What follows belongs to an exercise in optimizing a design on an open flow for small area, a short achievable clock period and few clock cycles; a production flow would make more cautious choices.
Function was checked by simulation only, so behaviour that the tests miss may differ from the original.
The clock port is modelled as an ideal driver; clocking choices that lean on that would not hold on a real chip.
Power is estimated from default activity; no workload was simulated.

<file path="flow/flow/run.sh">
#!/bin/bash
# Layout flow: the standard layout, with one extra step after clock tree
# synthesis: the cells on the slowest paths are sized (other drive strengths
# of the same cell, no new cells and no logic change) by a greedy search on
# placement parasitics, and the placement is legalized again. The standard
# flow then continues from global routing to the finished layout.
set -euo pipefail
W=$(pwd)
R=$W/orfs/results/${FLOW_PLATFORM}/apb_system_top/base
bash standard.sh "$R/4_cts.odb" > "$W/std_pass1.log" 2>&1
cp "$R/4_cts.odb" "$W/cts_pass1.odb"
ECO_IN="$W/cts_pass1.odb" ECO_SDC="$R/4_cts.sdc" ECO_OUT="$R/4_cts.odb" \
  GS_TCL="$W/flow/gsize.tcl" GS_ITER=8 GS_PATHS=64 \
  PLATFORM_DIR="$FLOW_HOME/platforms/$FLOW_PLATFORM" \
  openroad -no_init -exit "$W/flow/ctsgs.tcl" > "$W/ctsgs.log" 2>&1
rm -f "$W/cts_pass1.odb"
bash standard.sh finish > "$W/std_pass2.log" 2>&1
</file>
<file path="flow/flow/ctsgs.tcl">
# Greedy sizing on the clock-tree-synthesized placement, with placement
# parasitics, then legalization.
set P $::env(PLATFORM_DIR)
read_lef $P/lef/sky130_fd_sc_hd.tlef
read_lef $P/lef/sky130_fd_sc_hd_merged.lef
read_liberty $P/lib/sky130_fd_sc_hd__tt_025C_1v80.lib
read_db $::env(ECO_IN)
read_sdc $::env(ECO_SDC)
source $P/setRC.tcl
set_propagated_clock [all_clocks]
estimate_parasitics -placement
report_worst_slack -max
source $::env(GS_TCL)
gs_run $::env(GS_ITER) $::env(GS_PATHS)
report_worst_slack -max
detailed_placement
check_placement
estimate_parasitics -placement
report_worst_slack -max
write_db $::env(ECO_OUT)
</file>
<file path="flow/flow/gsize.tcl">
# Greedy sizing of the cells on the slowest paths: for each cell on the
# worst path, try the other drive strengths of its footprint and keep the one
# that gives the best worst slack. Repeats until no change helps.
proc gs_variants {master} {
  if {![regexp {^(.*)_([0-9]+)$} $master -> base n]} { return {} }
  set out {}
  foreach c [get_lib_cells */${base}_*] {
    set nm [get_name $c]
    if {[regexp "^${base}_\[0-9\]+\$" $nm]} { lappend out $nm }
  }
  return $out
}
proc gs_dontuse {name} {
  return [regexp {probe|lpflow|clkdly|dlygate|dlymetal} $name]
}
proc gs_ep_slack {ep} {
  return [get_property $ep slack_max]
}
proc gs_run {max_iter npaths} {
  set block [ord::get_db_block]
  for {set it 0} {$it < $max_iter} {incr it} {
    set changed 0
    set paths [find_timing_paths -path_delay max -group_path_count $npaths -sort_by_slack]
    set work {}
    foreach path $paths {
      set ep [get_full_name [get_property $path endpoint]]
      set insts {}
      foreach pt [get_property $path points] {
        set pin [get_property $pt pin]
        if {[get_property $pin is_port]} continue
        lappend insts [get_full_name [$pin instance]]
      }
      lappend work [list $ep $insts]
    }
    unset paths
    foreach item $work {
      lassign $item ep insts
      set epobj [get_pins -quiet $ep]
      if {$epobj eq ""} { set epobj [get_ports $ep] }
      foreach iname $insts {
        set dbi [$block findInst $iname]
        if {$dbi eq "NULL"} continue
        set cur [[$dbi getMaster] getName]
        if {[gs_dontuse $cur]} continue
        if {[regexp {clkbuf|clkinv|tapvpwr|fill|decap} $cur]} continue
        set best $cur
        set bestep [gs_ep_slack $epobj]
        set bestws [sta::worst_slack_cmd max]
        foreach v [gs_variants $cur] {
          if {$v eq $cur || [gs_dontuse $v]} continue
          replace_cell $iname $v
          set e [gs_ep_slack $epobj]
          set w [sta::worst_slack_cmd max]
          if {$e > $bestep + 0.002 && $w >= $bestws - 0.0005} { set best $v; set bestep $e; set bestws $w }
        }
        if {[[[$block findInst $iname] getMaster] getName] ne $best} { replace_cell $iname $best }
        if {$best ne $cur} { incr changed }
      }
    }
    puts "gsize iter $it: changed $changed, worst slack [sta::worst_slack_cmd max]"
    if {$changed == 0} break
  }
}
</file>
<file path="flow/standard.sh">
#!/bin/bash
# synth_recipe.tcl (not shown) runs the flow's synth.tcl, then flattens the netlist and writes it again
# the make line also repeats each setting of config.mk as NAME=value (left out here)
make -C /OpenROAD-flow-scripts/flow DESIGN_CONFIG=/design/flow/config.mk WORK_HOME=/design/flow/orfs CLKGATE_MAP_FILE= SYNTH_SCRIPT=/design/flow/synth_recipe.tcl "${@:-finish}"
</file>
<file path="flow/config.mk">
export PLATFORM = sky130hd
export DESIGN_NAME = apb_system_top
export DESIGN_NICKNAME = apb_system_top
export VERILOG_FILES = /design/flow/design.v
export SDC_FILE = /design/flow/constraint.sdc
export NUM_CORES = 8
export LEC_CHECK = 0
export CAP_MARGIN = 30
export CORE_MARGIN = 2
export CORE_UTILIZATION = 60
export CTS_BUF_LIST = sky130_fd_sc_hd__clkbuf_16
export CTS_CLUSTER_DIAMETER = 100
export CTS_CLUSTER_SIZE = 25
export SETUP_SLACK_MARGIN = 3.0
export SLEW_MARGIN = 50
export SYNTH_HIERARCHICAL = 1
export SYNTH_MINIMUM_KEEP_SIZE = 0
export TNS_END_PERCENT = 10
</file>
<file path="flow/constraint.sdc">
create_clock -name core_clock -period 6.0 [get_ports {pclk}]
set_input_delay 1.2000 -clock core_clock [delete_from_list [all_inputs] [get_ports {pclk}]]
set_output_delay 1.2000 -clock core_clock [all_outputs]
set_load 0.01 [all_outputs]
</file>
<file path="flow/design.v">
module apb_rd_aoi3 (
    input  wire        s0, s1, s2,
    input  wire [31:0] d0, d1, d2,
    output wire [31:0] y
);
    assign y = ~(({32{s0}} & d0) | ({32{s1}} & d1) | ({32{s2}} & d2));
endmodule
module apb_rd_nand4 (
    input  wire [31:0] a, b, c, d,
    output wire [31:0] y
);
    assign y = ~(a & b & c & d);
endmodule
module apb_rd_nor4 (
    input  wire [31:0] a, b, c, d,
    output wire [31:0] y
);
    assign y = ~(a | b | c | d);
endmodule
module apb_rd_nor2 (
    input  wire [31:0] a, b,
    output wire [31:0] y
);
    assign y = ~(a | b);
endmodule
module apb_rd_nand2 (
    input  wire [31:0] a, b,
    output wire [31:0] y
);
    assign y = ~(a & b);
endmodule
module apb_rd_and4 (
    input  wire [31:0] a, b, c, d,
    output wire [31:0] y
);
    assign y = a & b & c & d;
endmodule
module apb_system_top #(
    parameter ADDR_WIDTH = 32,
    parameter DATA_WIDTH = 32,
    parameter NUM_SLAVES = 3
)(
    input  wire                    pclk,
    input  wire                    presetn,
    input  wire                    transfer_req,
    input  wire [ADDR_WIDTH-1:0]   transfer_addr,
    input  wire [DATA_WIDTH-1:0]   transfer_wdata,
    input  wire                    transfer_write,
    output wire                    transfer_ready,
    output wire [DATA_WIDTH-1:0]   transfer_rdata,
    output wire                    transfer_error
);
    wire [3:0] slave  = transfer_addr[19:16];
    wire [5:0] word   = transfer_addr[7:2];
    wire       mapped = (slave[3:2] == 2'b00) && (slave[1:0] != 2'b11);
    wire       inwin  = (transfer_addr[31:20] == 12'h0) && (transfer_addr[15:8] == 8'h0);
    wire       hit    = mapped && inwin;
    wire       wr     = transfer_req && transfer_write && hit;
    wire [31:0] wd0 = transfer_wdata & {32{presetn}};
    wire [31:0] wd1 = transfer_wdata | {32{!presetn}};
    wire [3:0] p0 = 4'b0001 << word[1:0];
    wire [3:0] p1 = 4'b0001 << word[3:2];
    wire [3:0] p2 = 4'b0001 << word[5:4];
    wire [3:0] sd = 4'b0001 << slave[1:0];
    wire [64*32-1:0] ya;
    genvar s, w, b;
    generate
        for (w = 0; w < 64; w = w + 1) begin : g_w
            wire        wl = p2[w/16] & p1[(w/4)%4] & p0[w%4];
            wire [2:0]  sel;
            wire [31:0] q [0:2];
            for (s = 0; s < 3; s = s + 1) begin : g_s
                localparam [31:0] INIT = (s << 24) + w;
                wire [31:0] wd;
                for (b = 0; b < 32; b = b + 1) begin : g_b
                    assign wd[b] = INIT[b] ? wd1[b] : wd0[b];
                end
                wire we = (wr && sd[s] && wl) || !presetn;
                reg [31:0] m;
                always @(posedge pclk)
                    if (we) m <= wd;
                assign q[s]   = m;
                assign sel[s] = sd[s] & wl;
            end
            apb_rd_aoi3 u_a (.s0(sel[0]), .s1(sel[1]), .s2(sel[2]),
                             .d0(q[0]), .d1(q[1]), .d2(q[2]), .y(ya[w*32 +: 32]));
        end
    endgenerate
    wire [16*32-1:0] yb;
    wire [8*32-1:0]  yc;
    wire [4*32-1:0]  yd;
    genvar k;
    generate
        for (k = 0; k < 16; k = k + 1) begin : g_b4
            apb_rd_and4 u_b (.a(ya[(4*k)*32 +: 32]), .b(ya[(4*k+1)*32 +: 32]),
                             .c(ya[(4*k+2)*32 +: 32]), .d(ya[(4*k+3)*32 +: 32]),
                             .y(yb[k*32 +: 32]));
        end
        for (k = 0; k < 8; k = k + 1) begin : g_c2
            apb_rd_nand2 u_c (.a(yb[(2*k)*32 +: 32]), .b(yb[(2*k+1)*32 +: 32]),
                              .y(yc[k*32 +: 32]));
        end
        for (k = 0; k < 4; k = k + 1) begin : g_d2
            apb_rd_nor2 u_d (.a(yc[(2*k)*32 +: 32]), .b(yc[(2*k+1)*32 +: 32]),
                             .y(yd[k*32 +: 32]));
        end
    endgenerate
    reg [4*32-1:0] rd_n;
    reg            error_q;
    always @(posedge pclk) begin
        rd_n[0 +: 32]  <= ~(({32{hit}} & ~yd[0 +: 32]) | ((mapped && !inwin) ? 32'hDEADBEEF : 32'd0));
        rd_n[32 +: 32] <= ~({32{hit}} & ~yd[32 +: 32]);
        rd_n[64 +: 32] <= ~({32{hit}} & ~yd[64 +: 32]);
        rd_n[96 +: 32] <= ~({32{hit}} & ~yd[96 +: 32]);
        error_q <= !hit;
    end
    reg ready_q;
    always @(posedge pclk or negedge presetn)
        if (!presetn) ready_q <= 1'b0;
        else          ready_q <= 1'b1;
    assign transfer_ready = ready_q;
    assign transfer_rdata = ~(rd_n[0 +: 32] & rd_n[32 +: 32] & rd_n[64 +: 32] & rd_n[96 +: 32]);
    assign transfer_error = error_q;
endmodule
</file>
==> flow_summary_export.csv, run 1 <==
group,metric,value,unit
status,status,"finished clean",
global_route,grt_pass1_wl,888600,µm
route,antenna_left,0,
critical_path,cp_max_fo,32,
place,placed_cells,15660,
critical_path,slowest_stage,"a222oi_1",
critical_path,path_class,"in -> reg",
sta,fin_crit,3.179,ns
route,drt_pass1_iterations,12,
logic_synthesis,synth_top_flop_cell,"edfxtp_1",
route,wl_per_cell,40.04,µm
global_route,track_usage,33.61,%
cts,clockBufferDepth,4,
job,maxCapViolations,0,
route,route.detailed.drc,0,
power_and_ir_drop,p_leak,79.17,nW
sta,rsz0062_at_grt,"yes",
floorplanning,die_x,614.5,µm
logic_synthesis,synth_edf_count,6144,
global_route,antenna_found_initial,19,
logic_synthesis,synth_cell_type_count,31,
logic_synthesis,ys_warn_count,7,
cts,cts_tree,"yes",
critical_path,startpoint_type,"input port",
logic_synthesis,ys_ff_latch,6274,
logic_synthesis,syn_avg_cell_area,21.03,µm²
sta,worst_hold_slack,0.06278,ns
sta,fin_crit_sh,52.98,%
min_path,hold_path_class,"in -> async",
logic_synthesis,syn_nets,10700,
cells_and_area,final_nets,11210,
sta,hold_viol,0,
critical_path,path_buf_inv,5,
logic_synthesis,ys_async_sr_fraction,0.01594,%
floorplanning,die-height,614.5,µm
global_route,grt_pass1_vias,113400,
floorplanning,rows,224,
floorplanning,design.core.area,371600,µm²
critical_path,endpoint_kind,"flip-flop",
cts,cts_root_buf,"clkbuf_16",
floorplanning,die-area,377600,µm²
cts,cts_made_buffers,289,
critical_path,crit_arrival,4.07,ns
cells_and_area,drive_gt1_share,17.49,%
floorplanning,io_pins,102,
critical_path,path_common_cell,"buf_12",
sta,setup_viol,0,
global_route,gr-total-overflow,0,
cts,insertion_delay,0.98,ns
sta,clock_skew,0.02670,ns
cts,htree_num_levels,5,
sta,fmax,0.3146,GHz
sta,worst_slew_pin_slew,0.8793,ns
route,dr_total_vias,121000,
cts,clkTransAtPathRegs,0.09,ns
route,viasPerCell,7.444,
critical_path,crit_required,6.89,ns
cells_and_area,fin_cells,16260,
logic_synthesis,seq_area_frac_synth,83.66,%
floorplanning,start_util,60.18,%
cts,cts_sinks,6274,
logic_synthesis,syn_inst,10630,
cts,holdBufCountCts,0,
logic_synthesis,syn_area,223600,µm²
cells_and_area,area_growth,11.37,%
sta,finalMaxSlewViolations,0,
place,dpl.hpwl,363100,µm
critical_path,critPathMaxStageDelay,0.44,ns
place,finalWeightedCongestion,0.8484,
global_route,grt_max_degree,133,
sta,slew_headroom,41.38,%
sta,tns,0,ns
route,drtIter0Drc,24550,
power_and_ir_drop,p_per_area,313.3,nW/µm²
power_and_ir_drop,peakVddDrop,0.2508,mV
route,drt-total-wl,650800,µm
critical_path,path_cells,"buf_2 > or2_4 > buf_12 > buf_16 > buf_4 > nor2_2 > buf_12 > a222oi_1 > and4_1 > nand2_1 > nor2_1 > nand3b_1",
place,portBuffers,99,
critical_path,cp_top_family,"simple AND/OR/NAND/NOR gates",
## cell type report
class	count	area, µm²
fillers	24010	122600
well taps	4972	6221
multi-input cells	3637	35940
diodes	21	52.55
clock buffers	300	7507
inverters	24	92.59
repair buffers	917	11490
flip-flops and latches	6274	187300
clock inverters	110	479.2
## modules after synthesis (local to each module, per instance)
module,cell area [µm²],flops+latches,times used
apb_system_top,191900,6274,1
apb_rd_aoi3,402.9,0,64
apb_rd_and4,280.3,0,16
apb_rd_nand2,120.1,0,8
apb_rd_nor2,120.1,0,4
## worst paths after layout
path                                           startpoint  slack [ns]  cells after the start                 to
min in group core_clock                 transfer_addr[16]        0.77                      4   rd_n[19]$_DFF_P_
max in group asynchronous                         presetn        5.75                      1  ready_q$_DFF_PN0_
hold reg to reg            g_w[37].g_s[2].m[12]$_DFFE_PP_        0.81                      5   rd_n[76]$_DFF_P_
hold / removal                                    presetn        0.06                      1  ready_q$_DFF_PN0_
setup reg to reg            g_w[9].g_s[0].m[10]$_DFFE_PP_        3.85                      6   rd_n[10]$_DFF_P_
setup / recovery                        transfer_addr[17]        2.82                     12  rd_n[112]$_DFF_P_
## cells by family after synthesis
family                 count (synthesis)  synth area share, %
DFF                                 6274                83.66
AOI/OAI and AO/OA                   2265                9.900
and+or+nand+nor                     1367                3.803
other                                  1             0.001677
buffers and inverters                727                2.632
## registers in the layout, indices dropped and copies added, names as in the netlist
name,count
g_w.g_s.m,6144
rd_n,128
error_q,1
ready_q,1
## where the power goes
| part | switching (mW) | internal (mW) | total, mW | leakage (nW) |
|---|---|---|---|---|
| Clock | 12.8 | 9.10 | 21.9 | 4.28 |
| Sequential | 0.897 | 51.8 | 52.7 | 60.5 |
| Combinational | 2.69 | 0.744 | 3.43 | 14.4 |
## stage by stage
stage / worst slack [ns] / total power, mW / instance area [µm²] / utilization, %
finish: 2.821 / 78.04 / 249100 / 67.02
detailed placement: 0.7251 / 56.89 / 235500 / 63.38
global placement: 0.5603 / 56.51 / 234400 / 63.08
CTS: 2.533 / 78.15 / 246300 / 66.28
global route: 2.876 / 80.03 / 249000 / 67.01
floorplan: 1.776 / 54.81 / 225200 / -
## repair_timing
item | CTS | global route
setup buffers | 113 | 21
gates cloned | 12 | 8
pin swaps | 102 | 17
resized for setup | 638 | 107
setup endpoints to repair | 6294 | 5325
## routing by layer
| metal | routed length [µm] | part of all wire, % | global-route usage (%) | vias to the layer above |
|---|---|---|---|---|
| li1 | - | - | - | 48710 |
| met1 | 240800 | 37 | 48.34 | 63550 |
| met2 | 306500 | 47 | 53.06 | 7806 |
| met3 | 71860 | 11 | 4.274 | 929 |
| met4 | 31620 | 4.9 | 13.68 | 2 |
| met5 | 15 | 0.0023 | 0 | - |
## synthesized netlist by cell type, types with 10 or more instances
cell | n | area share [%]
and4_1 | 513 | 2.0
nor2_1 | 321 | 0.54
nand2_1 | 322 | 0.54
clkbuf_1 | 101 | 0.17
nand3b_1 | 104 | 0.35
buf_1 | 13 | 0.022
and2_1 | 33 | 0.092
dfxtp_1 | 129 | 1.2
buf_2 | 199 | 0.45
buf_6 | 385 | 1.9
inv_1 | 24 | 0.040
nand2b_1 | 10 | 0.028
edfxtp_1 | 6144 | 82
nand4_1 | 32 | 0.090
a222oi_1 | 2048 | 9.2
o31ai_1 | 216 | 0.73
## placed cells by master (no fill, tap or decap), types with 26 or more instances in the layout
master and instances:
a222oi_1 2048, and2_4 33, and4_1 442, and4_2 48, buf_12 239, buf_16 26
buf_4 395, buf_6 127, buf_8 34, clkbuf_16 308, clkdlybuf4s50_1 58, dfxtp_1 51
dfxtp_2 43, dfxtp_4 35, edfxtp_1 6144, inv_1 114, nand2_1 213, nand2_2 81
nand3b_1 88, nand4_4 33, nor2_1 98, nor2_2 140, nor2_4 84, o31ai_4 194
Testbench counts, summed over its fixed seeds: cycles 4,800.
==> run 2, diff against run 1 <==
--- a/flow/config.mk
+++ b/flow/config.mk
@@ -7,7 +7,7 @@
 export LEC_CHECK = 0
 export CAP_MARGIN = 30
 export CORE_MARGIN = 2
-export CORE_UTILIZATION = 60
+export CORE_UTILIZATION = 55
 export CTS_BUF_LIST = sky130_fd_sc_hd__clkbuf_16
 export CTS_CLUSTER_DIAMETER = 100
 export CTS_CLUSTER_SIZE = 25
==> run 2 against run 1 <==
Effect of this change:
- highest routed layer unchanged
- still clean on timing, DRC and antenna
- synthesized cell count is the same
- sequential share of layout area shrank 0.45 points
- synthesized area is the same
- core utilization shrank 5.2 points
- critical endpoint is now transfer_rdata[31]
- via count grew 0.49%
- first-iteration DRC count grew 0.33%
- hold slack gained 0.054 ns
==> flow_summary_export.csv, run 2 <==
group,metric,value,unit
status,status,"finished clean",
floorplanning,die-height,641.7,µm
sta,clock_skew,0.04168,ns
cells_and_area,final_common_cell,"edfxtp_1",
sta,tns,0,ns
global_route,grt_pass1_wl,907700,µm
global_route,grt_max_degree,145,
cells_and_area,top_register,"g_w.g_s.m",
cells_and_area,area_growth,12.06,%
floorplanning,io_pins,102,
route,drt-total-wl,672000,µm
logic_synthesis,synth_top_flop_cell,"edfxtp_1",
critical_path,path_class,"reg -> out",
floorplanning,start_util,55.15,%
cts,cts_made_buffers,289,
sta,setup_viol,0,
logic_synthesis,synth_edf_count,6144,
logic_synthesis,ys_ff_latch,6274,
critical_path,reg2reg_depth,6,
logic_synthesis,syn_area,223600,µm²
cells_and_area,utilization,61.80,%
job,maxCapViolations,0,
cts,htree_num_levels,5,
place,dpl.hpwl,366400,µm
logic_synthesis,synth.most_common_cell,"edfxtp_1",
logic_synthesis,syn_avg_cell_area,21.03,µm²
critical_path,r2r_end,"rd_n[15]$_DFF_P_",
critical_path,cp-endpoint,"transfer_rdata[31]",
cts,clockBufferDepth,4,
global_route,grt_pass1_vias,115100,
sta,fmax,0.2837,GHz
route,dr_total_vias,121600,
route,route.detailed.drc,0,
logic_synthesis,syn_nets,10700,
cts,cts_root_buf,"clkbuf_16",
min_path,hold_path_class,"in -> async",
sta,fin_crit_sh,58.76,%
route,wl_per_cell,40.18,µm
global_route,antenna_found_initial,47,
sta,fin_crit,3.525,ns
logic_synthesis,seq_area_frac_synth,83.66,%
cells_and_area,reg_top3,"g_w.g_s.m x6144, rd_n x128",
cells_and_area,largest_reg_flops,6144,
cts,cts_tree,"yes",
power_and_ir_drop,p_per_area,312.3,nW/µm²
cells_and_area,drive_gt1_share,18.52,%
cells_and_area,fin_area,250600,µm²
critical_path,crit_arrival,2.33,ns
logic_synthesis,netlist.area_leader.share,82.50,%
sta,finalMaxSlewViolations,0,
cells_and_area,final_nets,11200,
logic_synthesis,yosysTopAreaCell,"edfxtp_1",
critical_path,reg2reg_slack,3.95,ns
cts,insertion_delay,0.99,ns
cts,cts_sinks,6274,
power_and_ir_drop,p_leak,79.58,nW
route,viasPerCell,7.271,
floorplanning,design.core.area,405500,µm²
route,antenna_left,0,
cells_and_area,final_cell_mix,"edfxtp_1, a222oi_1, and4_1",
sta,worst_slew_pin_slew,0.8170,ns
logic_synthesis,syn_inst,10630,
route,drtIter0Drc,24630,
critical_path,cp-startpoint,"rd_n[63]$_DFF_P_",
place,finalWeightedCongestion,0.8528,
critical_path,reg2reg_from,"g_w[1].g_s[0].m[15]$_DFFE_PP_",
place,portBuffers,99,
global_route,gr-total-overflow,0,
floorplanning,die-area,411700,µm²
cts,clkTransAtPathRegs,0.10,ns
cts,holdBufCountCts,0,
power_and_ir_drop,peakVddDrop,0.2676,mV
sta,slew_headroom,45.53,%
critical_path,crit_required,4.80,ns
floorplanning,die_x,641.7,µm
logic_synthesis,synthTopCellsByArea,"edfxtp_1, a222oi_1, and4_1",
sta,rsz0062_at_grt,"yes",
sta,hold_viol,0,
route,drt_pass1_iterations,12,
logic_synthesis,ys_async_sr_fraction,0.01594,%
logic_synthesis,synth_cell_type_count,31,
logic_synthesis,ys_warn_count,7,
floorplanning,rows,234,
place,dpl-instance-area,236400,µm²
critical_path,endpoint_kind,"output pin",
logic_synthesis,ys_top_cells_by_count,"edfxtp_1, a222oi_1, and4_1",
critical_path,cp_max_fo,2,
critical_path,startpoint_type,"flip-flop",
global_route,track_usage,31.80,%
[run 2: modules after synthesis (local to each module, per instance)]
module / area (µm²) / flops+latches / cells
apb_system_top: 191900 / 6274 / 7114
apb_rd_nor2: 120.1 / 0 / 32
apb_rd_aoi3: 402.9 / 0 / 41
apb_rd_nand2: 120.1 / 0 / 32
apb_rd_and4: 280.3 / 0 / 32
[run 2: final cells by class]
class,count,area (µm²)
antenna,41,102.6
clock buffer,301,7532
clock inverter,109,523.0
fill,27700,154900
inverter,24,92.59
multi-input combinational,3633,36290
sequential,6274,187300
tap,5428,6792
timing repair buffer,914,11950
[run 2: per-layer routing]
layer | GRT usage, % | routed length (µm) | vias up
li1 | - | - | 48680
met2 | 48.91 | 308900 | 8380
met1 | 44.04 | 241600 | 63490
met3 | 6.184 | 83820 | 1037
met5 | 0 | 105 | -
met4 | 15.52 | 37620 | 14
[run 2: timing repair]
item,in CTS,in global routing
setup buffers,128,25
pin swaps,121,61
setup endpoints to repair,6283,4438
resized for setup,768,172
cloned,14,12
[run 2: cells by family (layout without fill, tap and decap cells)]
logic type | count (synthesis) | in the layout | synth area share, %
flops | 6274 | 6274 | 83.66
other cells | 1 | 42 | 0.001677
compound gates | 2265 | 2265 | 9.900
buf+inv | 727 | 1348 | 2.632
simple gates | 1367 | 1367 | 3.803
[run 2: worst min-delay path by stage]
stage / from / end / slack, ns / depth (start not counted)
finish: presetn / ready_q$_DFF_PN0_ / 0.12 / 1
global placement: g_w[5].g_s[2].m[29]$_DFFE_PP_ / rd_n[29]$_DFF_P_ / 0.79 / 5
global route: presetn / ready_q$_DFF_PN0_ / 0.12 / 1
floorplan: g_w[5].g_s[2].m[0]$_DFFE_PP_ / rd_n[0]$_DFF_P_ / 0.71 / 6
detailed placement: g_w[5].g_s[2].m[30]$_DFFE_PP_ / rd_n[30]$_DFF_P_ / 0.80 / 6
CTS: presetn / ready_q$_DFF_PN0_ / 0.18 / 1
[run 2: critical path, cell delays in order, from the launching register on]
cell     delay (ns)
dfxtp_4        0.42
nand4_1        0.54
buf_2          0.37
[run 2: metrics by stage]
step / hold WS (ns) / std cells / total power [mW] / setup slack [ns]
global route: 0.1182 / 16710 / 80.23 / 2.501
global placement: 0.7912 / 16030 / 56.54 / 0.5307
finish: 0.1171 / 16720 / 78.26 / 2.475
floorplan: 0.7112 / 10630 / 54.81 / 1.776
CTS: 0.1763 / 16630 / 78.31 / 2.454
detailed placement: 0.7967 / 16080 / 56.94 / 0.6922
[run 2: power breakdown]
| part | total (mW) | switching (mW) | internal (mW) |
|---|---|---|---|
| registers | 52.7 | 0.893 | 51.8 |
| clock network | 22.1 | 12.9 | 9.14 |
| logic | 3.51 | 2.76 | 0.744 |
| total | 78.3 | 16.6 | 61.7 |
==> run 3, diff against run 2 <==
--- a/flow/config.mk
+++ b/flow/config.mk
@@ -7,10 +7,10 @@
 export LEC_CHECK = 0
 export CAP_MARGIN = 30
 export CORE_MARGIN = 2
-export CORE_UTILIZATION = 55
+export CORE_UTILIZATION = 60
 export CTS_BUF_LIST = sky130_fd_sc_hd__clkbuf_16
-export CTS_CLUSTER_DIAMETER = 100
-export CTS_CLUSTER_SIZE = 25
+export CTS_CLUSTER_DIAMETER = 80
+export CTS_CLUSTER_SIZE = 20
 export SETUP_SLACK_MARGIN = 3.0
 export SLEW_MARGIN = 50
 export SYNTH_HIERARCHICAL = 1
==> run 3 against run 2 <==
Effect of this change:
- combinational power down 2%
- sequential power barely moved
- synthesized area is the same
- flip-flop and latch count unchanged
- register-to-register slack lost 0.08 ns
- power up 2.9%
- core utilization increased by 5.8 points
- clock power is about 10% higher
- global-route usage up 2.2 points
- critical endpoint is now transfer_rdata[4]
==> flow_summary_export.csv, run 3 <==
group,metric,value,unit
critical_path,r2r_end,"rd_n[15]$_DFF_P_",
place,dpl-instance-area,235500,µm²
sta,slew_headroom,38.97,%
cells_and_area,fin_cells,16370,
critical_path,endpoint_kind,"output pin",
logic_synthesis,ys_top_cells_by_count,"edfxtp_1, a222oi_1, and4_1",
global_route,gr-total-overflow,0,
global_route,busiest_layer,"met2",
route,drtIter0Drc,24630,
floorplanning,design.core.area,371600,µm²
logic_synthesis,syn_area,223600,µm²
critical_path,cp-endpoint,"transfer_rdata[4]",
critical_path,path_class,"reg -> out",
cts,clkTransAtPathRegs,0.08,ns
critical_path,critPathMaxStageDelay,0.46,ns
place,placed_cells,15660,
cts,htree_num_levels,5,
cells_and_area,utilization,67.64,%
logic_synthesis,yosysTopAreaCell,"edfxtp_1",
min_path,hold_path_class,"in -> async",
cells_and_area,reg_top3,"g_w.g_s.m x6144, rd_n x128",
sta,fin_crit,3.412,ns
critical_path,reg2reg_from,"g_w[9].g_s[0].m[15]$_DFFE_PP_",
logic_synthesis,netlist.area_leader.share,82.50,%
job,maxCapViolations,0,
critical_path,path_cells,"nand4_1 > buf_2",
cells_and_area,final_common_cell,"edfxtp_1",
critical_path,crit_required,4.80,ns
sta,fmax,0.2931,GHz
logic_synthesis,synth_cell_type_count,31,
floorplanning,die_x,614.5,µm
logic_synthesis,syn_nets,10700,
power_and_ir_drop,peakVddDrop,0.2911,mV
critical_path,cp_max_fo,1,
logic_synthesis,ys_ff_latch,6274,
cells_and_area,final_cell_mix,"edfxtp_1, a222oi_1, and4_1",
sta,clock_skew,0.02766,ns
critical_path,reg2reg_depth,6,
place,dpl.hpwl,363100,µm
critical_path,reg2reg_slack,3.87,ns
cells_and_area,regArea,187300,µm²
cells_and_area,area_growth,12.40,%
cells_and_area,fin_area,251400,µm²
critical_path,path_buf_inv,1,
global_route,met2_usage,53.19,%
cts,cts_root_buf,"clkbuf_16",
logic_synthesis,seq_area_frac_synth,83.66,%
logic_synthesis,synth.most_common_cell,"edfxtp_1",
cells_and_area,final_nets,11290,
sta,fin_crit_sh,56.86,%
floorplanning,die-height,614.5,µm
global_route,use_met3,5.146,%
power_and_ir_drop,p_leak,80.39,nW
critical_path,slowest_stage,"dfxtp_4",
critical_path,cp_top_family,"flip-flops",
critical_path,startpoint_type,"flip-flop",
sta,setup_slack,2.588,ns
route,drt-total-wl,655500,µm
place,post-place-ws,0.7251,ns
sta,hold_viol,0,
logic_synthesis,syn_avg_cell_area,21.03,µm²
cells_and_area,largest_reg_flops,6144,
sta,finalMaxSlewViolations,0,
critical_path,worst-path-stages,2,
route,antenna_left,0,
global_route,grt_pass1_vias,114500,
route,wl_per_cell,40.05,µm
route,drt_pass1_iterations,14,
logic_synthesis,synth_top_flop_cell,"edfxtp_1",
floorplanning,die-area,377600,µm²
route,viasPerCell,7.427,
cts,insertion_delay,1.00,ns
critical_path,cp-startpoint,"rd_n[36]$_DFF_P_",
global_route,grt_max_degree,133,
sta,rsz0062_at_grt,"yes",
place,portBuffers,99,
cells_and_area,multi_input_area,36120,µm²
global_route,antenna_found_initial,22,
cts,clockBufferDepth,4,
logic_synthesis,ys_warn_count,7,
global_route,track_usage,33.96,%
route,dr_total_vias,121600,
logic_synthesis,synth_edf_count,6144,
cells_and_area,fillers,23810,
global_route,use_met1,48.57,%
cts,cts_made_buffers,352,
floorplanning,io_pins,102,
sta,worst_slew_pin_slew,0.9154,ns
sta,tns,0,ns
logic_synthesis,synthTopCellsByArea,"edfxtp_1, a222oi_1, and4_1",
power_and_ir_drop,p_per_area,320.3,nW/µm²
logic_synthesis,syn_inst,10630,
cells_and_area,top_register,"g_w.g_s.m",
critical_path,crit_arrival,2.21,ns
logic_synthesis,ys_async_sr_fraction,0.01594,%
route,route.detailed.drc,0,
floorplanning,rows,224,
status,status,"finished clean",
cells_and_area,drive_gt1_share,18.04,%
place,finalWeightedCongestion,0.8484,
sta,setup_viol,0,
global_route,grt_pass1_wl,897100,µm
floorplanning,start_util,60.18,%
cts,cts_tree,"yes",
cts,cts_sinks,6274,
-- run 3: power breakdown --
group	leakage, nW	switching (mW)	internal, mW
clock	5.26	13.3	11.0
combinational	14.7	2.70	0.749
sequential	60.5	0.900	51.8
-- run 3: cells by family after synthesis --
logic type      Yosys count  synth area share (%)
simple gates           1367                 3.803
compound gates         2265                 9.900
other cells               1              0.001677
flops                  6274                 83.66
buf+inv                 727                 2.632
-- run 3: how the worst min path moves through the flow --
stage | to | slack (ns) | startpoint | depth (start not counted)
floorplan | rd_n[0]$_DFF_P_ | 0.71 | g_w[5].g_s[2].m[0]$_DFFE_PP_ | 6
global placement | rd_n[76]$_DFF_P_ | 0.79 | g_w[37].g_s[2].m[12]$_DFFE_PP_ | 5
detailed placement | rd_n[85]$_DFF_P_ | 0.80 | g_w[37].g_s[2].m[21]$_DFFE_PP_ | 5
CTS | ready_q$_DFF_PN0_ | 0.02 | presetn | 1
global route | ready_q$_DFF_PN0_ | -0.01 | presetn | 1
finish | ready_q$_DFF_PN0_ | 0.04 | presetn | 1
-- run 3: repair_timing --
action / 4_1_cts / 5_1_grt
setup buffers: 140 / 10
gates cloned: 20 / 1
resized for setup: 721 / 72
pin swaps: 132 / 11
endpoints found under the setup margin: 6288 / 5486
hold buffers: 0 / 0
-- run 3: Yosys stat by module (local to each module, per instance) --
module / flip-flops and latches / times used / cells
apb_rd_nor2: 0 / 4 / 32
apb_system_top: 6274 / 1 / 7114
apb_rd_aoi3: 0 / 64 / 41
apb_rd_and4: 0 / 16 / 32
apb_rd_nand2: 0 / 8 / 32
-- run 3: area by class of cell --
class	count	area share, %
Antenna cell	25	0.02489
Clock buffer	368	3.663
Clock inverter	135	0.2499
Inverter	24	0.03584
Multi-Input combinational cell	3639	14.37
Sequential cell	6274	74.50
Tap cell	4972	2.475
Timing Repair Buffer	930	4.685
-- run 3: routing by layer --
layer  vias up  part of all wire, %
li1      48920                    -
met1     63620                   37
met2      8080                   47
met3       930                   12
met4         8                  4.8
met5         -               0.0064
-- run 3: through the flow --
stage                     hold slack, ns  total power [mW]
after CTS                        0.02177             80.65
after global placement            0.7916             56.51
after global routing            -0.01002             82.65
final                            0.03688             80.51
after detailed placement          0.7990             56.89
after floorplan                   0.7112             54.81
==> run 4, diff against run 3 <==
==> flow/flow/run.sh (replaced) <==
#!/bin/bash
# Layout flow: the standard layout, with one extra step after clock tree
# synthesis: the cells on the slowest paths are sized (other drive strengths
# of the same cell, no new cells and no logic change) by a greedy search on
# placement parasitics, in two rounds, each followed by legalization. The
# standard flow then continues from global routing to the finished layout.
set -euo pipefail
W=$(pwd)
R=$W/orfs/results/${FLOW_PLATFORM}/apb_system_top/base
bash standard.sh "$R/4_cts.odb" > "$W/std_pass1.log" 2>&1
cp "$R/4_cts.odb" "$W/cts_pass1.odb"
ECO_IN="$W/cts_pass1.odb" ECO_SDC="$R/4_cts.sdc" ECO_OUT="$R/4_cts.odb" \
  GS_TCL="$W/flow/gsize.tcl" GS_ROUNDS="8 3" GS_PATHS=64 \
  PLATFORM_DIR="$FLOW_HOME/platforms/$FLOW_PLATFORM" \
  openroad -no_init -exit "$W/flow/ctsgs.tcl" > "$W/ctsgs.log" 2>&1
rm -f "$W/cts_pass1.odb"
bash standard.sh finish > "$W/std_pass2.log" 2>&1
==> flow/flow/ctsgs.tcl (replaced) <==
# Greedy sizing on the clock-tree-synthesized placement, with placement
# parasitics, in rounds; the placement is legalized after each round.
set P $::env(PLATFORM_DIR)
read_lef $P/lef/sky130_fd_sc_hd.tlef
read_lef $P/lef/sky130_fd_sc_hd_merged.lef
read_liberty $P/lib/sky130_fd_sc_hd__tt_025C_1v80.lib
read_db $::env(ECO_IN)
read_sdc $::env(ECO_SDC)
source $P/setRC.tcl
set_propagated_clock [all_clocks]
estimate_parasitics -placement
report_worst_slack -max
source $::env(GS_TCL)
foreach iters $::env(GS_ROUNDS) {
  gs_run $iters $::env(GS_PATHS)
  report_worst_slack -max
  detailed_placement
  estimate_parasitics -placement
  report_worst_slack -max
}
check_placement
write_db $::env(ECO_OUT)
--- a/flow/config.mk
+++ b/flow/config.mk
@@ -9,8 +9,8 @@
 export CORE_MARGIN = 2
 export CORE_UTILIZATION = 60
 export CTS_BUF_LIST = sky130_fd_sc_hd__clkbuf_16
-export CTS_CLUSTER_DIAMETER = 80
-export CTS_CLUSTER_SIZE = 20
+export CTS_CLUSTER_DIAMETER = 100
+export CTS_CLUSTER_SIZE = 25
 export SETUP_SLACK_MARGIN = 3.0
 export SLEW_MARGIN = 50
 export SYNTH_HIERARCHICAL = 1
==> run 4 against run 3 <==
Effect of this change:
- critical path depth unchanged
- power down 3.1%
- cell area is 0.89% lower
- sequential share of layout area rose by 0.67 points
- die area is the same
- global-route usage shrank 0.34 points
- via count down 0.65%
- sequential power about the same
- highest routed layer unchanged
==> flow_summary_export.csv, run 4 <==
group,metric,value,unit
status,status,"finished clean",
cells_and_area,multi_input_area,36020,µm²
critical_path,reg2reg_depth,6,
cells_and_area,largest_reg_flops,6144,
sta,rsz0062_at_grt,"yes",
cts,holdBufCountCts,0,
cells_and_area,final_common_cell,"edfxtp_1",
cts,clockBufferDepth,4,
logic_synthesis,ys_ff_latch,6274,
floorplanning,design.core.area,371600,µm²
cells_and_area,drive_gt1_share,17.51,%
logic_synthesis,ys_top_cells_by_count,"edfxtp_1, a222oi_1, and4_1",
sta,finalMaxSlewViolations,0,
logic_synthesis,syn_area,223600,µm²
cts,cts_made_buffers,289,
power_and_ir_drop,p_leak,79.28,nW
critical_path,path_cells,"nand4_4 > dlygate4sd2_1",
power_and_ir_drop,seq_power_share,67.5,%
floorplanning,start_util,60.18,%
power_and_ir_drop,p_int,61.64,mW
logic_synthesis,synth.most_common_cell,"edfxtp_1",
floorplanning,die_x,614.5,µm
route,routed-wl-met3,71270,µm
critical_path,endpoint_kind,"output pin",
place,dpl.hpwl,363100,µm
cts,clkTransAtPathRegs,0.10,ns
route,viasPerCell,7.436,
route,drt-total-wl,649900,µm
power_and_ir_drop,p_per_area,313.3,nW/µm²
global_route,gr-total-overflow,0,
global_route,antenna_found_initial,19,
critical_path,r2r_end,"rd_n[10]$_DFF_P_",
logic_synthesis,netlist.area_leader.share,82.50,%
logic_synthesis,syn_nets,10700,
sta,worst_slew_pin_slew,0.8974,ns
logic_synthesis,yosysTopAreaCell,"edfxtp_1",
place,portBuffers,99,
route,met1Wirelength,241000,µm
route,wl_per_cell,40.02,µm
min_path,hold_path_class,"in -> async",
route,antenna_left,0,
place,finalWeightedCongestion,0.8484,
power_and_ir_drop,combinationalPowerShare,4.4,%
job,maxCapViolations,0,
cells_and_area,area_growth,11.40,%
floorplanning,io_pins,102,
global_route,grt_pass1_wl,888900,µm
route,route.met2.wl,306000,µm
sta,tns,0,ns
floorplanning,die-area,377600,µm²
logic_synthesis,synth_edf_count,6144,
critical_path,crit_arrival,1.96,ns
route,top_layer,"met5",
sta,fin_crit_sh,52.72,%
global_route,grt_pass1_vias,113400,
critical_path,slowest_stage,"dfxtp_4",
cells_and_area,regArea,187300,µm²
critical_path,path_class,"reg -> out",
logic_synthesis,syn_avg_cell_area,21.03,µm²
sta,setup_slack,2.837,ns
sta,setup_viol,0,
cts,cts_root_buf,"clkbuf_16",
place,post-place-ws,0.7251,ns
sta,slew_headroom,40.18,%
cells_and_area,reg_top3,"g_w.g_s.m x6144, rd_n x128",
sta,fin_crit,3.163,ns
critical_path,crit_required,4.80,ns
logic_synthesis,synth_cell_type_count,31,
cts,htree_num_levels,5,
power_and_ir_drop,total_power,78.05,mW
critical_path,reg2reg_slack,3.85,ns
sta,clock_skew,0.02881,ns
global_route,grt_max_degree,133,
sta,fmax,0.3161,GHz
power_and_ir_drop,peakVddDrop,0.2493,mV
cts,cts_sinks,6274,
floorplanning,die-height,614.5,µm
critical_path,critPathMaxStageDelay,0.45,ns
cells_and_area,final_nets,11200,
logic_synthesis,synth_top_flop_cell,"edfxtp_1",
power_and_ir_drop,power_frac_clock,28.1,%
route,drt_pass1_iterations,11,
place,dpl-instance-area,235500,µm²
power_and_ir_drop,p_sw,16.40,mW
floorplanning,rows,224,
cts,cts_tree,"yes",
logic_synthesis,synthTopCellsByArea,"edfxtp_1, a222oi_1, and4_1",
cells_and_area,fin_area,249100,µm²
cells_and_area,fillers,24000,
route,dr_total_vias,120800,
sta,hold_viol,0,
logic_synthesis,ys_async_sr_fraction,0.01594,%
cells_and_area,final_cell_mix,"edfxtp_1, a222oi_1, and4_1",
critical_path,reg2reg_from,"g_w[9].g_s[0].m[10]$_DFFE_PP_",
route,drtIter0Drc,23640,
cts,insertion_delay,0.98,ns
logic_synthesis,ys_warn_count,7,
route,route.detailed.drc,0,
sta,worst_hold_slack,0.06948,ns
logic_synthesis,seq_area_frac_synth,83.66,%
critical_path,startpoint_type,"flip-flop",
critical_path,cp_max_fo,2,
cells_and_area,top_register,"g_w.g_s.m",
global_route,track_usage,33.62,%
logic_synthesis,syn_inst,10630,
power_and_ir_drop,p_sw_share,21.02,%
[run 4: layout make-up]
| class | instances | share of cell area, % |
|---|---|---|
| Clock inverter | 110 | 0.1923 |
| Sequential cell | 6274 | 75.17 |
| Timing Repair Buffer | 908 | 4.618 |
| Clock buffer | 300 | 3.013 |
| Multi-Input combinational cell | 3637 | 14.46 |
| Inverter | 24 | 0.03716 |
| Tap cell | 4972 | 2.497 |
| Antenna cell | 16 | 0.01607 |
[run 4: cells by family after synthesis]
logic type	Yosys count	share of synthesized area (%)
other	1	0.001677
AO/OA/AOI/OAI	2265	9.900
flip-flops	6274	83.66
AND/OR/NAND/NOR	1367	3.803
buffers and inverters	727	2.632
[run 4: metrics by stage]
stage          std cells  utilization, %
2_1_floorplan      10630               -
3_3_place_gp       15610           63.08
3_5_place_dp       15660           63.38
4_1_cts            16190           66.28
5_1_grt            16230           67.03
6_report           16240           67.04
[run 4: per-layer routing]
layer	vias to the layer above	global-route usage, %
met5	-	0
met1	63500	48.30
met4	8	13.59
li1	48670	-
met2	7697	53.18
met3	903	4.287
[run 4: worst max-delay path by stage]
stage	start	endpoint	cells past startpoint
floorplan	transfer_addr[11]	g_w[50].g_s[1].m[0]$_DFFE_PP_	4
global placement	transfer_addr[3]	rd_n[112]$_DFF_P_	11
detailed placement	transfer_addr[3]	rd_n[79]$_DFF_P_	12
CTS	rd_n[40]$_DFF_P_	transfer_rdata[8]	2
global route	transfer_addr[2]	rd_n[15]$_DFF_P_	13
finish	rd_n[20]$_DFF_P_	transfer_rdata[20]	2
[run 4: per-module statistics from Yosys (local to each module, per instance)]
module | times used | area [µm²] | flops+latches | cells inside
apb_system_top | 1 | 191900 | 6274 | 7114
apb_rd_nor2 | 4 | 120.1 | 0 | 32
apb_rd_nand2 | 8 | 120.1 | 0 | 32
apb_rd_and4 | 16 | 280.3 | 0 | 32
apb_rd_aoi3 | 64 | 402.9 | 0 | 41
[run 4: repair_timing]
item | CTS | global route
pin swaps | 102 | 6
endpoints found under the setup margin | 6294 | 5241
setup buffers | 113 | 16
gates cloned | 12 | 4
gates resized for setup | 638 | 68
[run 4: worst max-delay path, delay by kind of cell (launching register included)]
family / cells / cell delay, ns
buffers and inverters: 1 / 0.34
flip-flops: 1 / 0.45
AND/OR/NAND/NOR: 1 / 0.19
[run 4: power by group through the flow]
| stage | clock network (mW) | logic (mW) | registers (mW) |
|---|---|---|---|
| global placement | 0 | 3.00 | 53.5 |
| global route | 23.5 | 3.53 | 53.0 |
| detailed placement | 0 | 3.16 | 53.7 |
| CTS | 22.2 | 3.28 | 52.7 |
| floorplan | 0 | 1.31 | 53.5 |
| finish | 21.9 | 3.43 | 52.7 |
==> run 5, diff against run 4 <==
--- a/flow/design.v
+++ b/flow/design.v
@@ -56,17 +56,35 @@
     wire       inwin  = (transfer_addr[31:20] == 12'h0) && (transfer_addr[15:8] == 8'h0);
     wire       hit    = mapped && inwin;
     wire       wr     = transfer_req && transfer_write && hit;
-    wire [31:0] wd0 = transfer_wdata & {32{presetn}};
-    wire [31:0] wd1 = transfer_wdata | {32{!presetn}};
+    reg        pw_valid;
+    reg  [5:0] pw_word;
+    reg  [1:0] pw_slave;
+    reg [31:0] pw_data;
+    always @(posedge pclk or negedge presetn)
+        if (!presetn) pw_valid <= 1'b0;
+        else          pw_valid <= wr;
+    always @(posedge pclk) begin
+        pw_word  <= word;
+        pw_slave <= slave[1:0];
+        pw_data  <= transfer_wdata;
+    end
+    wire byp = pw_valid && hit && word == pw_word && slave[1:0] == pw_slave;
+    wire [31:0] wd0 = pw_data & {32{presetn}};
+    wire [31:0] wd1 = pw_data | {32{!presetn}};
     wire [3:0] p0 = 4'b0001 << word[1:0];
     wire [3:0] p1 = 4'b0001 << word[3:2];
     wire [3:0] p2 = 4'b0001 << word[5:4];
     wire [3:0] sd = 4'b0001 << slave[1:0];
+    wire [3:0] q0 = 4'b0001 << pw_word[1:0];
+    wire [3:0] q1 = 4'b0001 << pw_word[3:2];
+    wire [3:0] q2 = 4'b0001 << pw_word[5:4];
+    wire [3:0] qs = {4{pw_valid}} & (4'b0001 << pw_slave);
     wire [64*32-1:0] ya;
     genvar s, w, b;
     generate
         for (w = 0; w < 64; w = w + 1) begin : g_w
-            wire        wl = p2[w/16] & p1[(w/4)%4] & p0[w%4];
+            wire        wl  = p2[w/16] & p1[(w/4)%4] & p0[w%4];
+            wire        wwl = q2[w/16] & q1[(w/4)%4] & q0[w%4];
             wire [2:0]  sel;
             wire [31:0] q [0:2];
             for (s = 0; s < 3; s = s + 1) begin : g_s
@@ -75,7 +93,7 @@
                 for (b = 0; b < 32; b = b + 1) begin : g_b
                     assign wd[b] = INIT[b] ? wd1[b] : wd0[b];
                 end
-                wire we = (wr && sd[s] && wl) || !presetn;
+                wire we = (qs[s] && wwl) || !presetn;
                 reg [31:0] m;
                 always @(posedge pclk)
                     if (we) m <= wd;
@@ -105,13 +123,15 @@
                              .y(yd[k*32 +: 32]));
         end
     endgenerate
+    wire           hb = hit && !byp;
     reg [4*32-1:0] rd_n;
     reg            error_q;
     always @(posedge pclk) begin
-        rd_n[0 +: 32]  <= ~(({32{hit}} & ~yd[0 +: 32]) | ((mapped && !inwin) ? 32'hDEADBEEF : 32'd0));
-        rd_n[32 +: 32] <= ~({32{hit}} & ~yd[32 +: 32]);
-        rd_n[64 +: 32] <= ~({32{hit}} & ~yd[64 +: 32]);
-        rd_n[96 +: 32] <= ~({32{hit}} & ~yd[96 +: 32]);
+        rd_n[0 +: 32]  <= ~(({32{hb}} & ~yd[0 +: 32]) | ({32{byp}} & pw_data)
+                            | ((mapped && !inwin) ? 32'hDEADBEEF : 32'd0));
+        rd_n[32 +: 32] <= ~({32{hb}} & ~yd[32 +: 32]);
+        rd_n[64 +: 32] <= ~({32{hb}} & ~yd[64 +: 32]);
+        rd_n[96 +: 32] <= ~({32{hb}} & ~yd[96 +: 32]);
         error_q <= !hit;
     end
     reg ready_q;
==> run 5 against run 4 <==
Effect of this change:
- flip-flop and latch count rose by 41
- synthesized cell count rose by 1.6%
- critical endpoint is now rd_n[114]$_DFF_P_
- sequential share of layout area fell by 0.47 points
- global-route usage rose by 0.46 points
- maximum frequency rose by 1.6%
- largest cell class unchanged
- clock-buffer cell count rose by 9
- setup slack improved by 0.051 ns
==> flow_summary_export.csv, run 5 <==
group,metric,value,unit
cts,cts_sinks,6315,
logic_synthesis,synth.most_common_cell,"edfxtp_1",
logic_synthesis,ys_async_sr_fraction,0.03167,%
critical_path,crit_arrival,4.01,ns
cts,htree_num_levels,5,
global_route,grt_pass1_wl,902800,µm
critical_path,critPathMaxStageDelay,0.38,ns
cells_and_area,multi_input_area,36560,µm²
place,finalWeightedCongestion,0.8900,
sta,worst_hold_slack,0.1715,ns
critical_path,startpoint_type,"input port",
logic_synthesis,synth_top_flop_cell,"edfxtp_1",
place,placed_cells,15920,
logic_synthesis,synth_cell_type_count,38,
critical_path,cp_max_fo,11,
global_route,antenna_found_initial,27,
critical_path,reg2reg_from,"pw_word[4]$_DFF_P_",
sta,hold_viol,0,
cts,cts_root_buf,"clkbuf_16",
power_and_ir_drop,p_per_area,312.3,nW/µm²
power_and_ir_drop,p_leak,79.29,nW
sta,clock_skew,0.03809,ns
logic_synthesis,netlist.area_leader.share,82.18,%
sta,setup_viol,0,
cells_and_area,final_common_cell,"edfxtp_1",
logic_synthesis,synthTopCellsByArea,"edfxtp_1, a222oi_1, and4_1",
global_route,track_usage,34.09,%
cells_and_area,largest_reg_flops,6144,
sta,slew_headroom,47.12,%
route,drt-total-wl,658600,µm
logic_synthesis,synth_edf_count,6144,
logic_synthesis,syn_nets,10870,
cts,cts_tree,"yes",
route,antenna_left,0,
cts,clockBufferDepth,4,
critical_path,path_class,"in -> reg",
route,drtIter0Drc,24650,
floorplanning,die-area,379100,µm²
job,maxCapViolations,0,
power_and_ir_drop,peakVddDrop,0.2526,mV
critical_path,path_cells,"clkdlybuf4s15_2 > nand2b_4 > buf_16 > buf_12 > buf_4 > nor2_1 > buf_12 > buf_4 > a222oi_1 > and4_1 > nand2_1 > nor2_2 > or2_0",
cells_and_area,area_growth,12.19,%
sta,tns,0,ns
sta,finalMaxSlewViolations,0,
logic_synthesis,yosysTopAreaCell,"edfxtp_1",
critical_path,endpoint_kind,"flip-flop",
cts,cts_made_buffers,290,
logic_synthesis,ys_ff_latch,6315,
cells_and_area,fin_cells,16610,
status,status,"finished clean",
global_route,gr-total-overflow,0,
global_route,grt_max_degree,145,
cells_and_area,final_nets,11540,
floorplanning,die-height,615.7,µm
sta,rsz0062_at_grt,"yes",
cts,clkTransAtPathRegs,0.10,ns
route,viasPerCell,7.368,
place,dpl.hpwl,385400,µm
cells_and_area,fillers,23590,
logic_synthesis,syn_area,224500,µm²
cells_and_area,final_cell_mix,"edfxtp_1, a222oi_1, buf_4",
cells_and_area,reg_top3,"g_w.g_s.m x6144, rd_n x128, pw_data x32",
floorplanning,design.core.area,372500,µm²
critical_path,slowest_stage,"and4_1",
cells_and_area,top_register,"g_w.g_s.m",
floorplanning,rows,224,
floorplanning,start_util,60.27,%
logic_synthesis,ys_warn_count,7,
cells_and_area,regArea,188100,µm²
critical_path,crit_required,6.90,ns
global_route,grt_pass1_vias,115400,
floorplanning,io_pins,102,
logic_synthesis,syn_inst,10810,
sta,fin_crit_sh,51.88,%
logic_synthesis,syn_avg_cell_area,20.77,µm²
sta,fin_crit,3.113,ns
sta,worst_slew_pin_slew,0.7932,ns
min_path,hold_path_class,"in -> async",
cells_and_area,drive_gt1_share,19.24,%
route,dr_total_vias,122400,
route,wl_per_cell,39.65,µm
sta,fmax,0.3213,GHz
place,portBuffers,99,
logic_synthesis,seq_area_frac_synth,83.71,%
floorplanning,die_x,615.7,µm
cts,insertion_delay,0.98,ns
route,drt_pass1_iterations,13,
route,route.detailed.drc,0,
logic_synthesis,ys_top_cells_by_count,"edfxtp_1, a222oi_1, and4_1",
critical_path,cp-startpoint,"transfer_addr[16]",
-- run 5: cell types whose count changed after synthesis, sizes merged, moves of 26 or more --
cell,change
and2,+26
dfxtp,+40
nand2,+74
o21ai,+207
nor2,+44
or2,+97
o31ai,-199
nand3b,-102
-- run 5: routing by layer --
| metal | track usage (%) | up-vias | routed length [µm] |
|---|---|---|---|
| met4 | 14.14 | 8 | 31620 |
| met5 | 0 | - | 49 |
| li1 | - | 49250 | - |
| met1 | 48.40 | 64070 | 242200 |
| met2 | 53.13 | 8115 | 306600 |
| met3 | 5.887 | 942 | 78220 |
-- run 5: what timing repair did --
action / 4_1_cts / 5_1_grt
hold buffers: 1 / 0
pin swaps: 117 / 11
setup endpoints to repair: 2074 / 505
cloned: 1 / 0
resized for setup: 532 / 39
endpoints found under the hold margin: 1 / 0
buffers inserted: 199 / 12
-- run 5: cell families after synthesis --
group	Yosys count	synth area share [%]
compound gates	2274	9.695
xor+xnor	8	0.03121
buf+inv	694	2.603
flops	6315	83.71
mux	7	0.03121
other cells	1	0.001670
simple gates	1507	3.924
-- run 5: layout make-up --
cell class,instances,share of cell area (%)
clock buffer,309,3.070
clock inverter,134,0.2181
antenna,12,0.01192
timing repair buffer,1063,5.007
tap,4972,2.470
sequential,6315,74.70
multi-input combinational,3798,14.51
inverter,8,0.01192
-- run 5: final timing paths --
path                                                       end  slack, ns  cells past startpoint
worst min register to register                rd_n[29]$_DFF_P_       0.58                      2
worst max register to register  g_w[17].g_s[1].m[28]$_DFFE_PP_       2.97                      6
worst min-delay path                         ready_q$_DFF_PN0_       0.17                      2
worst max-delay path                         rd_n[114]$_DFF_P_       2.89                     13
max in group asynchronous                   pw_valid$_DFF_PN0_       5.37                      2
min in group core_clock                     pw_word[2]$_DFF_P_       0.38                      1
-- run 5: worst max-delay path: cells and delay by family --
kind | cells | cell delay [ns]
buffers and inverters | 6 | 1.28
AND/OR/NAND/NOR | 6 | 1.10
AO/OA/AOI/OAI | 1 | 0.36
-- run 5: Yosys stat by module, one instance, submodules excluded --
| module | cell area (µm²) | flops+latches | cells inside | copies in the design |
|---|---|---|---|---|
| apb_rd_aoi3 | 402.9 | 0 | 41 | 64 |
| apb_rd_and4 | 280.3 | 0 | 32 | 16 |
| apb_rd_nand2 | 120.1 | 0 | 32 | 8 |
| apb_rd_nor2 | 120.1 | 0 | 32 | 4 |
| apb_system_top | 192800 | 6315 | 7286 | 1 |
-- run 5: where the power goes --
group          switching [mW]  internal [mW]
Clock                    13.0           9.36
Sequential              0.881           51.9
Combinational            2.76          0.757
Total                    16.7           62.0
-- run 5: stage by stage --
stage                     power, mW  cell area (µm²)  utilization [%]  worst slack (ns)
final                         78.65           251900            67.62             2.887
after global routing          80.66           251800            67.61             2.847
after CTS                     78.63           248500            66.71             2.495
after detailed placement      57.01           237400            63.73            0.6685
after global placement        56.60           235900            63.33            0.3637
after floorplan               54.84           224500                -             2.160
Testbench counts of run 5, summed over its fixed seeds: cycles 4,800.
==> run 6, diff against run 5 <==
--- a/flow/config.mk
+++ b/flow/config.mk
@@ -15,4 +15,4 @@
 export SLEW_MARGIN = 50
 export SYNTH_HIERARCHICAL = 1
 export SYNTH_MINIMUM_KEEP_SIZE = 0
-export TNS_END_PERCENT = 10
+export TNS_END_PERCENT = 30
==> run 6 against run 5 <==
Effect of this change:
- hold slack about the same
- cell count grew 0.19%
- maximum frequency down 0.69%
- cell area is essentially flat
- sequential power barely moved
- register-to-register slack is essentially flat
- critical path depth down 11
- first-iteration DRC count increased by 1.4%
- non-clock buffer count up 29
- die area is the same
- global-route usage increased by 0.060 points
- critical path type is now reg -> out
- critical endpoint is now transfer_rdata[6]
==> flow_summary_export.csv, run 6 <==
group,metric,value,unit
power_and_ir_drop,p_leak,79.24,nW
cells_and_area,area_growth,12.22,%
power_and_ir_drop,p_int,61.98,mW
sta,tns,0,ns
critical_path,crit_arrival,1.93,ns
route,drtIter0Drc,24990,
sta,hold_viol,0,
logic_synthesis,syn_nets,10870,
global_route,grt_pass1_vias,115300,
logic_synthesis,synth.most_common_cell,"edfxtp_1",
cells_and_area,largest_reg_flops,6144,
cells_and_area,fin_area,251900,µm²
global_route,grt_pass1_wl,903900,µm
cts,clockBufferDepth,4,
power_and_ir_drop,peakVddDrop,0.2519,mV
critical_path,slowest_stage,"dfxtp_1",
cells_and_area,final_cell_mix,"edfxtp_1, a222oi_1, buf_4",
cts,cts_sinks,6315,
critical_path,startpoint_type,"flip-flop",
place,finalWeightedCongestion,0.8900,
cts,clkTransAtPathRegs,0.10,ns
cts,cts_made_buffers,290,
logic_synthesis,ys_ff_latch,6315,
logic_synthesis,yosysTopAreaCell,"edfxtp_1",
logic_synthesis,synthTopCellsByArea,"edfxtp_1, a222oi_1, and4_1",
route,drt-total-wl,660000,µm
cells_and_area,drive_gt1_share,19.49,%
cells_and_area,final_nets,11570,
critical_path,reg2reg_slack,2.97,ns
route,route.detailed.drc,0,
critical_path,endpoint_kind,"output pin",
cells_and_area,final_common_cell,"edfxtp_1",
sta,rsz0062_at_grt,"yes",
route,viasPerCell,7.363,
status,status,"finished clean",
cts,insertion_delay,0.98,ns
global_route,busiest_layer,"met2",
sta,finalMaxSlewViolations,0,
logic_synthesis,syn_area,224500,µm²
sta,setup_viol,0,
critical_path,cp_max_fo,1,
floorplanning,die-area,379100,µm²
logic_synthesis,ys_warn_count,7,
job,maxCapViolations,0,
global_route,met2_usage,53.13,%
logic_synthesis,netlist.area_leader.share,82.18,%
logic_synthesis,syn_avg_cell_area,20.77,µm²
floorplanning,die_x,615.7,µm
place,portBuffers,99,
logic_synthesis,ys_async_sr_fraction,0.03167,%
sta,fin_crit_sh,52.24,%
floorplanning,io_pins,102,
floorplanning,design.core.area,372500,µm²
global_route,track_usage,34.15,%
critical_path,path_class,"reg -> out",
floorplanning,die-height,615.7,µm
cells_and_area,top_register,"g_w.g_s.m",
cells_and_area,reg_top3,"g_w.g_s.m x6144, rd_n x128, pw_data x32",
sta,fin_crit,3.134,ns
min_path,hold_path_class,"in -> async",
place,dpl.hpwl,385400,µm
floorplanning,rows,224,
logic_synthesis,syn_inst,10810,
route,dr_total_vias,122500,
critical_path,critPathMaxStageDelay,0.51,ns
critical_path,crit_required,4.80,ns
power_and_ir_drop,p_sw,16.65,mW
route,wl_per_cell,39.66,µm
floorplanning,start_util,60.27,%
sta,clock_skew,0.03807,ns
global_route,use_met3,5.869,%
logic_synthesis,ys_top_cells_by_count,"edfxtp_1, a222oi_1, and4_1",
sta,worst_hold_slack,0.1718,ns
power_and_ir_drop,combinationalPowerShare,4.5,%
sta,worst_slew_pin_slew,0.8353,ns
sta,slew_headroom,44.31,%
power_and_ir_drop,p_sw_share,21.17,%
power_and_ir_drop,seq_power_share,67.1,%
global_route,grt_max_degree,145,
cts,cts_root_buf,"clkbuf_16",
power_and_ir_drop,p_per_area,312.1,nW/µm²
cts,htree_num_levels,5,
global_route,antenna_found_initial,30,
logic_synthesis,synth_cell_type_count,38,
global_route,gr-total-overflow,0,
cts,cts_tree,"yes",
logic_synthesis,seq_area_frac_synth,83.71,%
logic_synthesis,synth_edf_count,6144,
place,dpl-instance-area,237400,µm²
global_route,use_met1,48.43,%
power_and_ir_drop,power_frac_clock,28.4,%
route,drt_pass1_iterations,17,
critical_path,path_cells,"nand4_4 > buf_6",
route,antenna_left,0,
logic_synthesis,synth_top_flop_cell,"edfxtp_1",
sta,fmax,0.3190,GHz
[run 6: cell counts after synthesis]
No cell type changed its count.
[run 6: cells by family after synthesis]
family	count (synthesis)	share of synthesized area (%)
multiplexers	7	0.03121
other	1	0.001670
AND/OR/NAND/NOR	1507	3.924
buffers and inverters	694	2.603
AO/OA/AOI/OAI	2274	9.695
XOR/XNOR	8	0.03121
flip-flops	6315	83.71
[run 6: cell type report]
cell class                      instances  area, µm²
Multi-Input combinational cell       3798      36510
Tap cell                             4972       6221
Fill cell                           23620     120500
Clock buffer                          309       7732
Clock inverter                        134      549.3
Timing Repair Buffer                 1092      12730
Antenna cell                           14      35.03
Sequential cell                      6315     188100
Inverter                                8      30.03
[run 6: per-layer routing]
layer / vias up / wire length, µm
li1: 49310 / -
met1: 64130 / 242400
met2: 8134 / 306100
met3: 945 / 78190
met4: 8 / 33300
met5: - / 58
[run 6: power groups by stage]
stage	clock network (mW)	logic (mW)	registers (mW)
after floorplan	0	1.26	53.6
after global placement	0	3.03	53.6
after detailed placement	0	3.24	53.8
after CTS	22.6	3.31	52.7
after global routing	24.0	3.63	53.0
final	22.4	3.53	52.7
[run 6: what timing repair did]
item	in CTS	in global routing
gates resized for setup	536	32
buffers inserted	218	24
gates cloned	1	2
hold buffers	1	0
pin swaps	128	14
endpoints found under the hold margin	1	0
setup endpoints to repair	2074	166
[run 6: critical path: cells and delay by family, from the launching register on]
family,cells,cell delay (ns)
flops,1,0.51
buf+inv,1,0.20
simple gates,1,0.25
[run 6: path summary, 6_finish.rpt]
check	end	cells after the start	startpoint
setup / recovery	transfer_rdata[6]	2	rd_n[6]$_DFF_P_
hold / removal	ready_q$_DFF_PN0_	2	presetn
setup reg to reg	g_w[6].g_s[2].m[8]$_DFFE_PP_	5	pw_word[2]$_DFF_P_
hold reg to reg	rd_n[29]$_DFF_P_	2	pw_data[29]$_DFF_P_
max in group asynchronous	pw_valid$_DFF_PN0_	2	presetn
min in group core_clock	pw_word[2]$_DFF_P_	1	transfer_addr[4]
[run 6: Yosys stat by module, one instance, submodules excluded]
module	flip-flops and latches	area (µm²)	cells inside
apb_rd_and4	0	280.3	32
apb_rd_nand2	0	120.1	32
apb_system_top	6315	192800	7286
apb_rd_aoi3	0	402.9	41
apb_rd_nor2	0	120.1	32
[run 6: per-stage QoR]
stage	worst slack (ns)	cells	utilization (%)	power, mW
detailed placement	0.6685	15920	63.73	57.01
global placement	0.3637	15850	63.33	56.60
global route	2.901	16630	67.63	80.67
floorplan	2.160	10810	-	54.84
finish	2.866	16640	67.64	78.63
CTS	2.495	16590	66.76	78.65
==> run 7, diff against run 6 <==
--- a/flow/config.mk
+++ b/flow/config.mk
@@ -15,4 +15,4 @@
 export SLEW_MARGIN = 50
 export SYNTH_HIERARCHICAL = 1
 export SYNTH_MINIMUM_KEEP_SIZE = 0
-export TNS_END_PERCENT = 30
+export TNS_END_PERCENT = 20
==> run 7 against run 6 <==
Effect of this change:
- still clean
- sequential power about the same
- critical path depth up 9
- cell area about the same
- hold slack better by 0.0055 ns
- critical path type is now in -> reg
- largest cell class unchanged
- largest power group unchanged
==> flow_summary_export.csv, run 7 <==
group,metric,value,unit
status,status,"finished clean",
place,finalWeightedCongestion,0.8900,
floorplanning,die-height,615.7,µm
cts,htree_num_levels,5,
place,dpl.hpwl,385400,µm
route,viasPerCell,7.361,
cts,insertion_delay,0.98,ns
logic_synthesis,yosysTopAreaCell,"edfxtp_1",
global_route,grt_pass1_wl,903400,µm
logic_synthesis,synth_top_flop_cell,"edfxtp_1",
global_route,grt_max_degree,145,
cells_and_area,fillers,23640,
route,wl_per_cell,39.62,µm
critical_path,endpoint_kind,"flip-flop",
route,drt_pass1_iterations,17,
logic_synthesis,ys_ff_latch,6315,
cts,clkTransAtPathRegs,0.10,ns
sta,rsz0062_at_grt,"yes",
floorplanning,die-area,379100,µm²
route,drtIter0Drc,24590,
critical_path,path_class,"in -> reg",
sta,fin_crit_sh,52.12,%
logic_synthesis,ys_warn_count,7,
sta,tns,0,ns
logic_synthesis,seq_area_frac_synth,83.71,%
cts,cts_sinks,6315,
global_route,track_usage,34.12,%
cts,cts_made_buffers,290,
cells_and_area,top_register,"g_w.g_s.m",
logic_synthesis,ys_top_cells_by_count,"edfxtp_1, a222oi_1, and4_1",
sta,clock_skew,0.03461,ns
sta,setup_viol,0,
job,maxCapViolations,0,
cells_and_area,utilization,67.62,%
power_and_ir_drop,peakVddDrop,0.2525,mV
logic_synthesis,syn_avg_cell_area,20.77,µm²
logic_synthesis,netlist.area_leader.share,82.18,%
cells_and_area,multi_input_area,36580,µm²
logic_synthesis,synthTopCellsByArea,"edfxtp_1, a222oi_1, and4_1",
cells_and_area,final_nets,11560,
global_route,antenna_found_initial,26,
sta,fin_crit,3.127,ns
critical_path,crit_required,6.91,ns
cells_and_area,final_cell_mix,"edfxtp_1, a222oi_1, buf_4",
logic_synthesis,ys_async_sr_fraction,0.03167,%
cts,cts_root_buf,"clkbuf_16",
floorplanning,die_x,615.7,µm
floorplanning,design.core.area,372500,µm²
floorplanning,start_util,60.27,%
[run 7: critical path, stage by stage]
cell and delay, ns:
clkdlybuf4s18_2 0.30, or2_4 0.23, buf_12 0.23, buf_8 0.26
nor2_4 0.08, buf_12 0.16, a222oi_1 0.65, and4_2 0.52
nand2_1 0.12, nor2_2 0.13, or2_1 0.12
[run 7: layout make-up]
cell class              instances  area share (%)
diodes                          9        0.008942
clock buffers                 309           3.070
clock inverters               134          0.2181
inverters                       8         0.01192
multi-input cells            3798           14.52
flip-flops and latches       6315           74.70
well taps                    4972           2.470
repair buffers               1083           5.000
[run 7: power breakdown]
part	switching, mW	internal (mW)
registers	0.880	51.9
logic	2.77	0.759
clock network	13.0	9.35
total	16.6	62.0
[run 7: per-stage QoR]
stage	total power [mW]	std cells	instance area (µm²)	setup slack [ns]	hold slack [ns]
CTS	78.65	16580	248700	2.495	0.1550
detailed placement	57.01	15920	237400	0.6685	0.5918
global route	80.67	16620	251800	2.898	0.1685
floorplan	54.84	10810	224500	2.160	0.5000
finish	78.63	16630	251900	2.873	0.1773
global placement	56.60	15850	235900	0.3637	0.5698
[run 7: routing by layer]
metal	track usage [%]	share of wire, %	up-vias
met4	13.93	4.8	6
li1	-	-	49280
met5	0	0.0062	-
met2	53.21	46	8247
met3	6.000	12	953
met1	48.45	37	63920
[run 7: repair_timing]
action	in CTS	in global routing
cloned	1	1
setup buffers	217	17
hold endpoints to repair	1	0
hold buffers	1	0
gates resized for setup	535	36
setup endpoints to repair	2074	134
pin swaps	127	13
[run 7: path summary, 6_finish.rpt]
kind | from | end | slack [ns] | cells past startpoint
min in group core_clock | transfer_addr[5] | pw_word[3]$_DFF_P_ | 0.38 | 1
max in group asynchronous | presetn | pw_valid$_DFF_PN0_ | 5.37 | 2
hold reg to reg | pw_data[29]$_DFF_P_ | rd_n[29]$_DFF_P_ | 0.61 | 2
setup / recovery | transfer_addr[17] | rd_n[54]$_DFF_P_ | 2.87 | 11
hold / removal | presetn | ready_q$_DFF_PN0_ | 0.18 | 2
setup reg to reg | pw_word[1]$_DFF_P_ | g_w[30].g_s[2].m[23]$_DFFE_PP_ | 3.02 | 6
[run 7: cells by family (layout without fill, tap and decap cells)]
group                     count (synthesis)  in the layout  synth area share [%]
AOI/OAI and AO/OA                      2274           2274                 9.695
xor gates and xnor gates                  8              8               0.03121
buffers and inverters                   694           1534                 2.603
muxes                                     7              7               0.03121
other                                     1             10              0.001670
DFF                                    6315           6315                 83.71
and+or+nand+nor                        1507           1508                 3.924
[run 7: modules after synthesis, one instance, submodules excluded]
module / flops+latches / area (µm²)
apb_system_top: 6315 / 192800
apb_rd_nor2: 0 / 120.1
apb_rd_nand2: 0 / 120.1
apb_rd_and4: 0 / 280.3
apb_rd_aoi3: 0 / 402.9

Check on run 7: ideal ports give 2.873 ns setup slack; a clkbuf_16 on the clock port and buf_2 on the inputs give 2.769 ns; moving port delays by the midpoint clock arrival (1.075 ns) as well gives 1.845 ns.
